Context: an optimization exercise on an open-source flow, tuned for a short achievable clock period and few clock cycles. The choices shown serve that exercise and are no tape-out recipe.
In this exercise RTL edits were held to simulation tests only and were not proved equivalent to the original.

==> flow/design.v <==
module microprocessor(clk, rst, imem_addr, imem_data, dmem_addr, dmem_data, dbg_sel, dbg_data, done, data_out);
	input clk;
	input rst;
	output [7:0] imem_addr;
	input [31:0] imem_data;
	output [7:0] dmem_addr;
	input [7:0] dmem_data;
	input [4:0] dbg_sel;
	output [7:0] dbg_data;
	output done;
	output [7:0] data_out;
	function [7:0] prefix_carry;
		input [7:0] a;
		input [7:0] b;
		input cin;
		reg [7:0] g, p, g1, p1, g2, p2, g3;
		begin
			g = a & b;
			p = a ^ b;
			g[0] = g[0] | (p[0] & cin);
			g1 = g | ((p & {g[6:0], 1'b0}));
			p1 = p & {p[6:0], 1'b1};
			g2 = g1 | ((p1 & {g1[5:0], 2'b0}));
			p2 = p1 & {p1[5:0], 2'b11};
			g3 = g2 | ((p2 & {g2[3:0], 4'b0}));
			prefix_carry = g3;
		end
	endfunction
	function [7:0] add8;
		input [7:0] a;
		input [7:0] b;
		reg [7:0] c;
		begin
			c = prefix_carry(a, b, 1'b0);
			add8 = (a ^ b) ^ {c[6:0], 1'b0};
		end
	endfunction
	reg [7:0] register_file [31:0];
	reg [7:0] debug_file [31:0];	 
	reg [7:0] pc_inc;	 
	reg [7:0] pc_target;	 
	reg branch_taken;	 
	reg halted;	 
	reg [7:0] alu_out;	 
	reg load_pending;	 
	reg write_any;	 
	reg [31:0] write_pending;	 
	integer i;
	wire [7:0] pc = branch_taken ? pc_target : pc_inc;
	wire stopped = halted || (pc >= 8'h80);
	wire run = !stopped;
	wire [5:0] opcode = imem_data[31:26];
	wire [4:0] rs = imem_data[25:21];
	wire [4:0] rt = imem_data[20:16];
	wire [4:0] rd = imem_data[15:11];
	wire [5:0] function_field = imem_data[5:0];
	wire [7:0] immediate = imem_data[7:0];
	wire [7:0] write_back = load_pending ? dmem_data : alu_out;
	reg [7:0] operand_file [31:0];
	always @(*)
		for (i = 0; i < 32; i = i + 1)
			operand_file[i] = write_pending[i] ? write_back : register_file[i];
	wire is_r = (opcode == 6'h00);
	wire is_addu = is_r && (function_field == 6'h21);
	wire is_slt = is_r && (function_field == 6'h2a);
	wire is_addiu = (opcode == 6'h09);
	wire is_lw = (opcode == 6'h23);
	wire is_beq = (opcode == 6'h04);
	wire is_bne = (opcode == 6'h05);
	wire use_imm = is_addiu || is_lw;
	wire [7:0] register_operand_1 = operand_file[rs];
	wire [7:0] register_operand_2 = use_imm ? immediate : operand_file[rt];
	wire [7:0] sum = add8(register_operand_1, register_operand_2);
	wire [7:0] cmp_carry = prefix_carry({1'b0, register_operand_1[6:0]}, {1'b0, ~register_operand_2[6:0]}, 1'b1);
	wire low_ge = cmp_carry[6];
	wire less = (register_operand_1[7] != register_operand_2[7]) ? register_operand_1[7] : !low_ge;
	wire equal = (register_operand_1 == register_operand_2);
	wire taken = (is_beq && equal) || (is_bne && !equal);
	wire write_en = is_addu || is_slt || is_addiu || is_lw;
	wire [4:0] write_reg = is_r ? rd : rt;
	assign imem_addr = pc;
	assign dmem_addr = alu_out;
	wire [255:0] debug_bits;
	genvar g;
	generate
		for (g = 0; g < 32; g = g + 1) begin : debug_flat
			assign debug_bits[8*g+7:8*g] = debug_file[g];
		end
	endgenerate
	register_select debug_read(.sel(dbg_sel), .regs(debug_bits), .value(dbg_data));
	assign data_out = debug_file[8'h04];
	assign done = stopped && !write_any;
	always @(posedge clk) begin
		if (rst) begin
			pc_inc <= 8'd0;
			pc_target <= 8'd0;
			branch_taken <= 1'b0;
			halted <= 1'b0;
			write_any <= 1'b0;
			write_pending <= 32'd0;
			for (i = 0; i < 32; i = i + 1) begin
				register_file[i] <= 8'd0;
				debug_file[i] <= 8'd0;
			end
		end
		else begin
			for (i = 0; i < 32; i = i + 1)
				if (write_pending[i]) begin
					register_file[i] <= write_back;
					debug_file[i] <= write_back;
				end
			for (i = 0; i < 32; i = i + 1)
				write_pending[i] <= run && write_en && write_reg == i;
			write_any <= run && write_en;
			pc_inc <= pc + 8'd1;
			pc_target <= add8(pc, immediate);
			branch_taken <= taken;
			halted <= stopped;
		end
	end
	always @(posedge clk) begin
		alu_out <= is_slt ? {7'd0, less} : sum;
		load_pending <= is_lw;
	end
endmodule
module register_select(sel, regs, value);
	input [4:0] sel;
	input [255:0] regs;
	output [7:0] value;
	wire [3:0] lo = 4'b1 << sel[1:0];
	wire [7:0] hi = 8'b1 << sel[4:2];
	reg [7:0] grp [7:0];
	reg [7:0] acc;
	integer i, j;
	always @(*) begin
		for (j = 0; j < 8; j = j + 1) begin
			grp[j] = 8'd0;
			for (i = 0; i < 4; i = i + 1)
				grp[j] = grp[j] | (regs[8*(4*j+i) +: 8] & {8{lo[i]}});
		end
		acc = 8'd0;
		for (j = 0; j < 8; j = j + 1)
			acc = acc | (grp[j] & {8{hi[j]}});
	end
	assign value = acc;
endmodule
clock: 10.0 ns
lec_check: 0
cap_margin: 20
core_margin: 2
core_utilization: 40
place_density: 0.6
setup_slack_margin: 5
slew_margin: 20
synth_hierarchical: 1
standard.sh (not shown) runs the stock make flow with config.mk's settings and CLKGATE_MAP_FILE= SYNTH_SCRIPT=/design/flow/synth_recipe.tcl, a recipe that flattens the netlist after the stock synthesis.
==> flow/flow/run.sh <==
#!/bin/bash
# The standard layout (standard.sh) with stronger timing-driven net weights in
# global placement, so that the cells of the most critical paths are pulled
# closer together. Everything else is the standard flow.
set -euo pipefail
cd "$(dirname "$0")/.."
W=$(pwd)
export GLOBAL_PLACEMENT_ARGS="-timing_driven_net_weight_max 6 -timing_driven_nets_percentage 4"
bash standard.sh finish > "$W/standard_flow.log" 2>&1
Testbench counts at the start, summed over its fixed seeds: cycles 51,952.
Change:
--- a/flow/design.v
+++ b/flow/design.v
@@ -126,21 +126,48 @@
 module register_select(sel, regs, value);
 	input [4:0] sel;
 	input [255:0] regs;
 	output [7:0] value;
-	wire [3:0] lo = 4'b1 << sel[1:0];
-	wire [7:0] hi = 8'b1 << sel[4:2];
-	reg [7:0] grp [7:0];
-	reg [7:0] acc;
-	integer i, j;
-	always @(*) begin
-		for (j = 0; j < 8; j = j + 1) begin
-			grp[j] = 8'd0;
-			for (i = 0; i < 4; i = i + 1)
-				grp[j] = grp[j] | (regs[8*(4*j+i) +: 8] & {8{lo[i]}});
+	wire [7:0] group_select;
+	genvar b, k;
+	generate
+		for (k = 0; k < 8; k = k + 1) begin : decode
+			match3 #(.VALUE(k)) m(.sel(sel[4:2]), .y(group_select[k]));
 		end
-		acc = 8'd0;
-		for (j = 0; j < 8; j = j + 1)
-			acc = acc | (grp[j] & {8{hi[j]}});
-	end
-	assign value = acc;
+		for (b = 0; b < 8; b = b + 1) begin : bits
+			wire [15:0] pair_n;
+			wire [7:0] group;
+			wire [3:0] two_n;
+			for (k = 0; k < 16; k = k + 1) begin : l1
+				mux2_n m(.s(sel[0]), .a(regs[8*(2*k)+b]), .b(regs[8*(2*k+1)+b]), .y_n(pair_n[k]));
+			end
+			for (k = 0; k < 8; k = k + 1) begin : l2
+				mux2_n m(.s(sel[1]), .a(pair_n[2*k]), .b(pair_n[2*k+1]), .y_n(group[k]));
+			end
+			for (k = 0; k < 4; k = k + 1) begin : l3
+				gate_a22oi g(.a1(group_select[2*k]), .a2(group[2*k]), .b1(group_select[2*k+1]), .b2(group[2*k+1]), .y(two_n[k]));
+			end
+			gate_nand4 l4(.a(two_n[0]), .b(two_n[1]), .c(two_n[2]), .d(two_n[3]), .y(value[b]));
+		end
+	endgenerate
 endmodule
+module mux2_n(s, a, b, y_n);
+	input s, a, b;
+	output y_n;
+	assign y_n = !(s ? b : a);
+endmodule
+module match3(sel, y);
+	parameter VALUE = 0;
+	input [2:0] sel;
+	output y;
+	assign y = (sel == VALUE);
+endmodule
+module gate_a22oi(a1, a2, b1, b2, y);
+	input a1, a2, b1, b2;
+	output y;
+	assign y = !((a1 && a2) || (b1 && b2));
+endmodule
+module gate_nand4(a, b, c, d, y);
+	input a, b, c, d;
+	output y;
+	assign y = !(a && b && c && d);
+endmodule
Effect:
- die area is higher slightly
- routed wire length is higher slightly
- flip-flop and latch count is unchanged
- first-iteration DRC count is higher by a few percent
- area after synthesis is higher slightly
Testbench counts after the change, summed over its fixed seeds: cycles 51,952.

==> re-timing with driven ports <==
No port has a modelled driver above. Below, the same layouts with a new extraction and two added sets of constraints. Step 1 assumes that a clkbuf_16 drives the clock port and a buf_2 every other input. Step 2, shift: input delay + t, output delay - t, t = (earliest + latest rising clock arrival at the registers) / 2. This alone moves slack from input paths to output paths. Three values: no drivers, after step 1, after step 2; two values: the first two.
run	t, ns	slack for setup (ns)	worst register clock-pin slew, ns	worst data-port slew with drivers (ns)
the first run	0.674	4.554 / 4.285 / 4.285	0.07 / 0.07	0.29
the second run	0.678	4.626 / 4.403 / 4.275	0.06 / 0.06	0.23
After both steps setup and hold are still met in every run listed. The setup slack of the second run, which loses most, moves by -0.223 ns with the drivers and by -0.351 ns with both steps.
